Background: an optimization exercise with open tools, aiming at small area, a short achievable clock period and few clock cycles. Do not read the settings as production practice. At most, simulation tests tie the RTL to the original design; equivalence was not proved. The clock port is modelled as an ideal driver, which makes a skipped or thinned clock tree look cheaper than it is; a real chip needs a root buffer or a tree. Power figures rest on the tool's default switching activity, not on a simulated workload.

==> trial 42 <==
==> flow/design.v <==
`timescale 1ns / 1ps
`default_nettype none
module rx_packet_handler #(
	parameter DATA_WIDTH = 128,
	parameter DEBUG_EN = 0
	)(
	input  wire                    axi_clk,
	input  wire                    axi_aresetn,
	output wire [63:0]             m_axis_eth_tdata,
	output wire [7:0]              m_axis_eth_tuser,
	output wire                    m_axis_eth_tlast,
	output wire [7:0]              m_axis_eth_tkeep,
	output wire                    m_axis_eth_tvalid,
	input  wire                    m_axis_eth_tready,
	output wire [31:0]             addr_o,
	input  wire [DATA_WIDTH-1:0]   data_i,
	output wire                    en_o,
	output wire                    rst_o,
	output wire [DATA_WIDTH/8-1:0] wea_o,
	output wire                    wren_o,
	input  wire [31:0]             pkt_addr_i,
	input  wire [15:0]             pkt_len_i,
	input  wire                    pkt_addr_v_i,
	output wire                    pkt_ack_o
	);
reg        valid;       
reg  [3:0] sel_lo;      
reg  [3:0] sel_hi;      
reg        beat_end;    
reg        tlast;       
reg        tpart;       
reg        line_last;   
reg  [2:0] last_nkeep;  
reg  [6:0] line;        
reg        first;       
reg        ack_late;    
reg        ack_next;    
reg        last_cmp;    
reg        rd_idle;     
reg        rd_end;      
reg        ack_now;     
reg        ack_end;     
wire [11:0] len       = pkt_len_i[11:0];           
wire        len_z     = len[3:0] == 4'd0;           
wire        last_two  = len_z | (len[3:0] > 4'd8);  
wire        one_line  = len <= 12'd16;
wire        two_lines = ~one_line & (len <= 12'd32);
wire [2:0]  last_keep = ~last_nkeep;
wire ready   = m_axis_eth_tready;
wire free    = rd_idle | (ready & rd_end);
wire rd      = pkt_addr_v_i & free;
wire ack     = ack_now | (ready & ack_end);
wire rd_last = ack_next | (first & one_line);
wire next_last = ({1'b0, line} + 8'd1 == len[11:4]) |
                 (len_z & ({1'b0, line} + 8'd2 == len[11:4]));
wire valid_n    = rd | (valid & ~(ready & beat_end));
wire beat_end_n = rd ? rd_last & ~last_two : (ready | beat_end);
wire rd_end_n   = rd ? ack_next & ~last_two : (ready | beat_end);
wire ack_late_n = rd & first & one_line;
wire ack_next_n = rd ? (first ? two_lines : ~ack_next & last_cmp) : ack_next;
wire rd_idle_n  = ~rd & (~valid | (ready & beat_end));
always @(posedge axi_clk) begin
	if (~axi_aresetn) begin
		valid    <= 1'b0;
		line     <= 7'd0;
		first    <= 1'b1;
		ack_late <= 1'b0;
		ack_next <= 1'b0;
		rd_idle  <= 1'b1;
		ack_now  <= 1'b0;
		ack_end  <= 1'b0;
	end else begin
		valid    <= valid_n;
		ack_late <= ack_late_n;
		ack_next <= ack_next_n;
		rd_idle  <= rd_idle_n;
		ack_now  <= rd ? first & one_line : ack_next & rd_idle_n;
		ack_end  <= ~rd & ack_next & (ready | beat_end);
		if (ack) begin
			line  <= 7'd0;
			first <= 1'b1;
		end else if (rd) begin
			line  <= line + 7'd1;
			first <= 1'b0;
		end
	end
end
always @(posedge axi_clk) begin
	last_cmp <= next_last;
	beat_end <= beat_end_n;
	rd_end   <= rd_end_n;
	if (rd) begin
		sel_lo     <= 4'b1111;
		sel_hi     <= 4'b0000;
		tlast      <= rd_last & ~last_two;
		tpart      <= rd_last & ~last_two & (len[2:0] != 3'd0);
		line_last  <= rd_last;
		last_nkeep <= ~len[2:0];
	end else if (ready) begin
		sel_lo[0]  <= 1'b0;
		sel_hi[0]  <= 1'b1;
		tlast      <= line_last;
		tpart      <= line_last & (last_nkeep != 3'd7);
	end
	if (~rd & ready & valid) begin
		sel_lo[1]  <= 1'b0;
		sel_hi[1]  <= 1'b1;
	end
	if (~rd & ready & ~beat_end) begin
		sel_lo[2]  <= 1'b0;
		sel_hi[2]  <= 1'b1;
	end
	if (~rd & ready & valid & ~beat_end) begin
		sel_lo[3]  <= 1'b0;
		sel_hi[3]  <= 1'b1;
	end
end
genvar i;
generate
	for (i = 0; i < 64; i = i + 1) begin : g_tdata
		assign m_axis_eth_tdata[i] = (sel_lo[i/16] & data_i[i]) | (sel_hi[i/16] & data_i[64+i]);
	end
	for (i = 0; i < 8; i = i + 1) begin : g_tkeep
		assign m_axis_eth_tkeep[i] = ~tpart | (last_keep > i);
	end
endgenerate
assign m_axis_eth_tuser  = 8'h00;
assign m_axis_eth_tlast  = tlast;
assign m_axis_eth_tvalid = valid;
assign addr_o    = {15'd0, pkt_addr_i[16:11], line, 4'h0};
assign en_o      = free;
assign rst_o     = 1'b0;
assign wea_o     = {(DATA_WIDTH/8){1'b0}};
assign wren_o    = 1'b0;
assign pkt_ack_o = ack;
endmodule
`default_nettype wire
==> flow/flow/run.sh <==
#!/bin/bash
# Own layout flow: the standard flow (standard synthesis unchanged) with
# these changes:
# - the port buffers are the smallest buffer (buf_1) instead of the delay cell
#   buffer_ports picks by default; repair may still size them up;
# - one tie cell per constant value;
# - after CTS, the clock tree is cut down to a single buffer (flow/post_cts.tcl).
set -euo pipefail
here=$(pwd)
bash standard.sh \
  "BUFFER_PORTS_ARGS=-buffer_cell sky130_fd_sc_hd__buf_1" \
  "SKIP_REPAIR_TIE_FANOUT=1" \
  "POST_CTS_TCL=$here/flow/post_cts.tcl" \
  finish > flow_make.log 2>&1
==> flow/flow/post_cts.tcl <==
# Run after clock_tree_synthesis (ORFS POST_CTS_TCL hook). The design has only
# a few flip-flops, so the two-level tree CTS builds is replaced by its root
# buffer alone, sized up, driving every clock sink; the clock port still
# drives just that one buffer. The dummy load CTS added goes too.
set block [ord::get_db_block]
set port_net [$block findNet axi_clk]
set root ""
foreach it [$port_net getITerms] {
  if {$root ne ""} { error "clock port drives more than one cell" }
  set root [$it getInst]
}
set root_out ""
foreach it [$root getITerms] {
  if {[$it isOutputSignal]} { set root_out [$it getNet] }
}
set drop_insts {}
set drop_nets {}
foreach it [$root_out getITerms] {
  set inst [$it getInst]
  if {$inst eq $root} { continue }
  set master [[$inst getMaster] getName]
  if {![string match sky130_fd_sc_hd__clkbuf_* $master]} { continue }
  foreach jt [$inst getITerms] {
    if {[$jt isOutputSignal]} {
      set net [$jt getNet]
      foreach kt [$net getITerms] {
        if {[$kt getInst] eq $inst} { continue }
        set load [$kt getInst]
        if {[string match clkload* [$load getName]]} {
          lappend drop_insts $load
          continue
        }
        $kt disconnect
        $kt connect $root_out
      }
      lappend drop_nets $net
    }
  }
  lappend drop_insts $inst
}
foreach inst $drop_insts {
  puts "post_cts: removing [$inst getName]"
  odb::dbInst_destroy $inst
}
foreach net $drop_nets {
  if {[llength [$net getITerms]] == 0} { odb::dbNet_destroy $net }
}
# The root net carries CTS's non-default (wide spacing) rule; as the only
# clock net it now reaches every sink, so give it the default rule, as CTS
# gives its leaf nets.
if {[$root_out getNonDefaultRule] ne "NULL"} {
  $root_out setNonDefaultRule NULL
  puts "post_cts: cleared the non-default rule of [$root_out getName]"
}
set db [ord::get_db]
$root swapMaster [$db findMaster sky130_fd_sc_hd__clkbuf_16]
puts "post_cts: [$root getName] now drives [llength [$root_out getITerms]] pins"
detailed_placement
estimate_parasitics -placement
report_clock_min_period
==> flow/standard.sh <==
#!/bin/bash
# synth_recipe.tcl (not shown) runs the flow's synth.tcl, then flattens the netlist and writes it again
# the make line also repeats each setting of config.mk as NAME=value (left out here)
make -C /OpenROAD-flow-scripts/flow DESIGN_CONFIG=/design/flow/config.mk WORK_HOME=/design/flow/orfs CLKGATE_MAP_FILE= SYNTH_SCRIPT=/design/flow/synth_recipe.tcl "${@:-finish}"
==> flow/config.mk <==
export PLATFORM = sky130hd
export DESIGN_NAME = rx_packet_handler
export DESIGN_NICKNAME = rx_packet_handler
export VERILOG_FILES = /design/flow/design.v
export SDC_FILE = /design/flow/constraint.sdc
export NUM_CORES = 4
export LEC_CHECK = 0
export CAP_MARGIN = 20
export CORE_AREA = 4 4 104 104
export CTS_BUF_LIST = sky130_fd_sc_hd__clkbuf_8 sky130_fd_sc_hd__clkbuf_16
export CTS_CLUSTER_DIAMETER = 500
export CTS_CLUSTER_SIZE = 100
export DIE_AREA = 0 0 108 108
export SETUP_SLACK_MARGIN = 1.2
export SLEW_MARGIN = 20
==> flow/constraint.sdc <==
create_clock -name core_clock -period 3.0 [get_ports {axi_clk}]
set_input_delay 0.6000 -clock core_clock [delete_from_list [all_inputs] [get_ports {axi_clk}]]
set_output_delay 0.6000 -clock core_clock [all_outputs]
set_load 0.01 [all_outputs]
==> build 97: changes against trial 42 <==
==> flow/design.v (replaced) <==
`timescale 1ns / 1ps
`default_nettype none
module rx_packet_handler #(
	parameter DATA_WIDTH = 128,
	parameter DEBUG_EN = 0
	)(
	input  wire                    axi_clk,
	input  wire                    axi_aresetn,
	output wire [63:0]             m_axis_eth_tdata,
	output wire [7:0]              m_axis_eth_tuser,
	output wire                    m_axis_eth_tlast,
	output wire [7:0]              m_axis_eth_tkeep,
	output wire                    m_axis_eth_tvalid,
	input  wire                    m_axis_eth_tready,
	output wire [31:0]             addr_o,
	input  wire [DATA_WIDTH-1:0]   data_i,
	output wire                    en_o,
	output wire                    rst_o,
	output wire [DATA_WIDTH/8-1:0] wea_o,
	output wire                    wren_o,
	input  wire [31:0]             pkt_addr_i,
	input  wire [15:0]             pkt_len_i,
	input  wire                    pkt_addr_v_i,
	output wire                    pkt_ack_o
	);
reg        valid;       
reg  [1:0] sel_lo;      
reg  [1:0] sel_hi;      
reg        beat_end;    
reg        tlast;       
reg        line_last;   
reg  [2:0] last_nkeep;  
reg        tpart;       
reg        ack_late;    
reg  [6:0] line;        
reg        first;       
reg        ack_next;    
reg        rd_idle;     
reg        rd_end;      
wire [11:0] len      = pkt_len_i[11:0];           
wire        len_z    = len[3:0] == 4'd0;           
wire        last_two = len_z | (len[3:0] > 4'd8);  
wire        one_line = len <= 12'd16;
wire [2:0] last_keep = ~last_nkeep;
wire rd      = pkt_addr_v_i & (rd_idle | (m_axis_eth_tready & rd_end));
wire rd_last = ack_next | (first & one_line);
wire next_last = len_z ? {1'b0, line} + 8'd2 == len[11:4]
                       : {1'b0, line} + 8'd1 == len[11:4];
wire valid_n    = rd | (valid & ~(m_axis_eth_tready & beat_end));
wire beat_end_n = rd ? rd_last & ~last_two : (m_axis_eth_tready | beat_end);
wire rd_end_n   = rd ? ack_next & ~last_two : (m_axis_eth_tready | beat_end);
wire ack_late_n = rd & first & one_line;
always @(posedge axi_clk) begin
	if (~axi_aresetn) begin
		valid    <= 1'b0;
		ack_late <= 1'b0;
		ack_next <= 1'b0;
		line     <= 7'd0;
		first    <= 1'b1;
		rd_idle  <= 1'b1;
	end else begin
		valid    <= valid_n;
		ack_late <= ack_late_n;
		rd_idle  <= ~valid_n & ~ack_late_n;
		if (rd) begin
			line     <= rd_last ? 7'd0 : line + 7'd1;
			first    <= rd_last;
			ack_next <= ~rd_last & next_last;
		end
	end
end
always @(posedge axi_clk) begin
	beat_end <= beat_end_n;
	rd_end   <= rd_end_n;
	if (rd) begin
		sel_lo     <= 2'b11;
		sel_hi     <= 2'b00;
		tlast      <= rd_last & ~last_two;
		tpart      <= rd_last & ~last_two & (len[2:0] != 3'd0);
		line_last  <= rd_last;
		last_nkeep <= ~len[2:0];
	end else if (m_axis_eth_tready) begin
		sel_lo[0]  <= 1'b0;
		sel_hi[0]  <= 1'b1;
		tlast      <= line_last;
		tpart      <= line_last & (last_nkeep != 3'd7);
	end
	if (~rd & m_axis_eth_tready & valid) begin
		sel_lo[1] <= 1'b0;
		sel_hi[1] <= 1'b1;
	end
end
genvar i;
generate
	for (i = 0; i < 64; i = i + 1) begin : g_tdata
		assign m_axis_eth_tdata[i] = (sel_lo[i/32] & data_i[i]) | (sel_hi[i/32] & data_i[64+i]);
	end
	for (i = 0; i < 8; i = i + 1) begin : g_tkeep
		assign m_axis_eth_tkeep[i] = ~tpart | (last_keep > i);
	end
endgenerate
assign m_axis_eth_tuser  = 8'h00;
assign m_axis_eth_tlast  = tlast;
assign m_axis_eth_tvalid = valid;
assign addr_o    = {15'd0, pkt_addr_i[16:11], line, 4'h0};
assign en_o      = rd;
assign rst_o     = 1'b0;
assign wea_o     = {(DATA_WIDTH/8){1'b0}};
assign wren_o    = 1'b0;
assign pkt_ack_o = ack_late | (rd & ack_next);
endmodule
`default_nettype wire
==> flow/flow/run.sh (replaced) <==
#!/bin/bash
# Own layout flow: the standard flow (standard synthesis unchanged), with
# one change: the port buffers are the smallest buffer instead of the delay
# cell buffer_ports picks by default, and a single tie cell per constant value.
set -euo pipefail
bash standard.sh \
  "BUFFER_PORTS_ARGS=-buffer_cell sky130_fd_sc_hd__buf_1" \
  "SKIP_REPAIR_TIE_FANOUT=1" \
  finish > flow_make.log 2>&1
- SETUP_SLACK_MARGIN: 1.2 -> 1.1
removed: flow/flow/post_cts.tcl
==> trial 62: changes against trial 42 <==
--- a/flow/design.v
+++ b/flow/design.v
@@ -59,5 +59,5 @@
 wire ack_late_n = rd & first & one_line;
 wire ack_next_n = rd ? (first ? two_lines : ~ack_next & last_cmp) : ack_next;
-wire rd_idle_n  = ~rd & (~valid | (ready & beat_end));
+wire rd_idle_n  = ~valid_n & ~ack_late_n;
 always @(posedge axi_clk) begin
 	if (~axi_aresetn) begin
@@ -75,6 +75,6 @@
 		ack_next <= ack_next_n;
 		rd_idle  <= rd_idle_n;
-		ack_now  <= rd ? first & one_line : ack_next & rd_idle_n;
-		ack_end  <= ~rd & ack_next & (ready | beat_end);
+		ack_now  <= ack_late_n | (ack_next_n & rd_idle_n);
+		ack_end  <= ack_next_n & rd_end_n;
 		if (ack) begin
 			line  <= 7'd0;
- GPL_TIMING_DRIVEN: default -> 1
- SETUP_SLACK_MARGIN: 1.2 -> 1.3
==> comparison table <==
item	build 97	trial 62	trial 42
Seq area share	16.7%	21.0%	20.9%
Area share of the largest cell type after synthesis	23.7%	21.4%	21.3%
Period minus WS final	1.94 ns	1.68 ns	2.01 ns
Global-route track usage on met1	16.8%	18.5%	19.4%
Fraction of area in clock buffers and inverters	1.38%	0.754%	0.760%
Worst-path fanout max	5	5	3
Mux contribution to synthesized area	1.80%	0%	1.14%
Multi-input combinational gate total	186	193	204
Highest-power group	combinational cells	sequential cells	sequential cells
Terminating pin of the worst hold path	sel_lo[1]$_SDFFE_PP0P_	first$_SDFFE_PP1N_	first$_SDFFE_PP1P_
Detailed-routed wire length on met3	1110 µm	735 µm	1220 µm
Finished layout cell area	3260 µm²	3320 µm²	3290 µm²
Outcome	timing/DRC/antenna clean	timing/DRC/antenna clean	timing/DRC/antenna clean
Overall routed net length	9070 µm	9260 µm	10400 µm
Fraction of standard cell area in multi-input logic	42.3%	44.4%	45.1%
Number of DRC violations after detailed-routing iteration 0	238	216	227
Placement Setup Slack	0.433 ns	0.857 ns	0.651 ns
CP Capture Type	output port	output port	flip-flop
Cell-internal power	685 µW	733 µW	737 µW
Kind of critical path	in -> out	reg -> out	in -> reg
Depth of the worst register-to-register path	7	5	6
Testbench counts of trial 62, summed over its fixed seeds: cycles 108,353.
Function not checked in trial 42 and build 97: the RTL went through the layout flow alone.

==> separate check: timing with driven ports <==
The flow's constraints put no driver on any port. The routed layouts listed below were extracted and timed again, unchanged, in two steps.
Step 1 assumes that a clkbuf_16 drives the clock port and a buf_2 every other input.
Step 2 moves the port delays by t, midway between the first and last clock arrival at a register: inputs arrive t later, outputs are due t later. That takes back most of the time a late clock gives input paths.
Slacks: no drivers / after step 1 / after step 2; pairs: no drivers / after step 1.
run	shift t [ns]	setup slack, ns	latest minus earliest clock arrival (ns)
trial 42	0.201	0.995 / 0.989 / 0.789	0.005 / 0.005
build 97	0.289	1.061 / 1.009 / 0.757	0.001 / 0.001
trial 62	0.201	1.320 / 1.287 / 1.186	0.002 / 0.002
After both steps setup and hold are still met in every run listed. For build 97, which loses most, drivers alone change the setup slack by -0.052 ns; drivers and shift together by -0.304 ns.
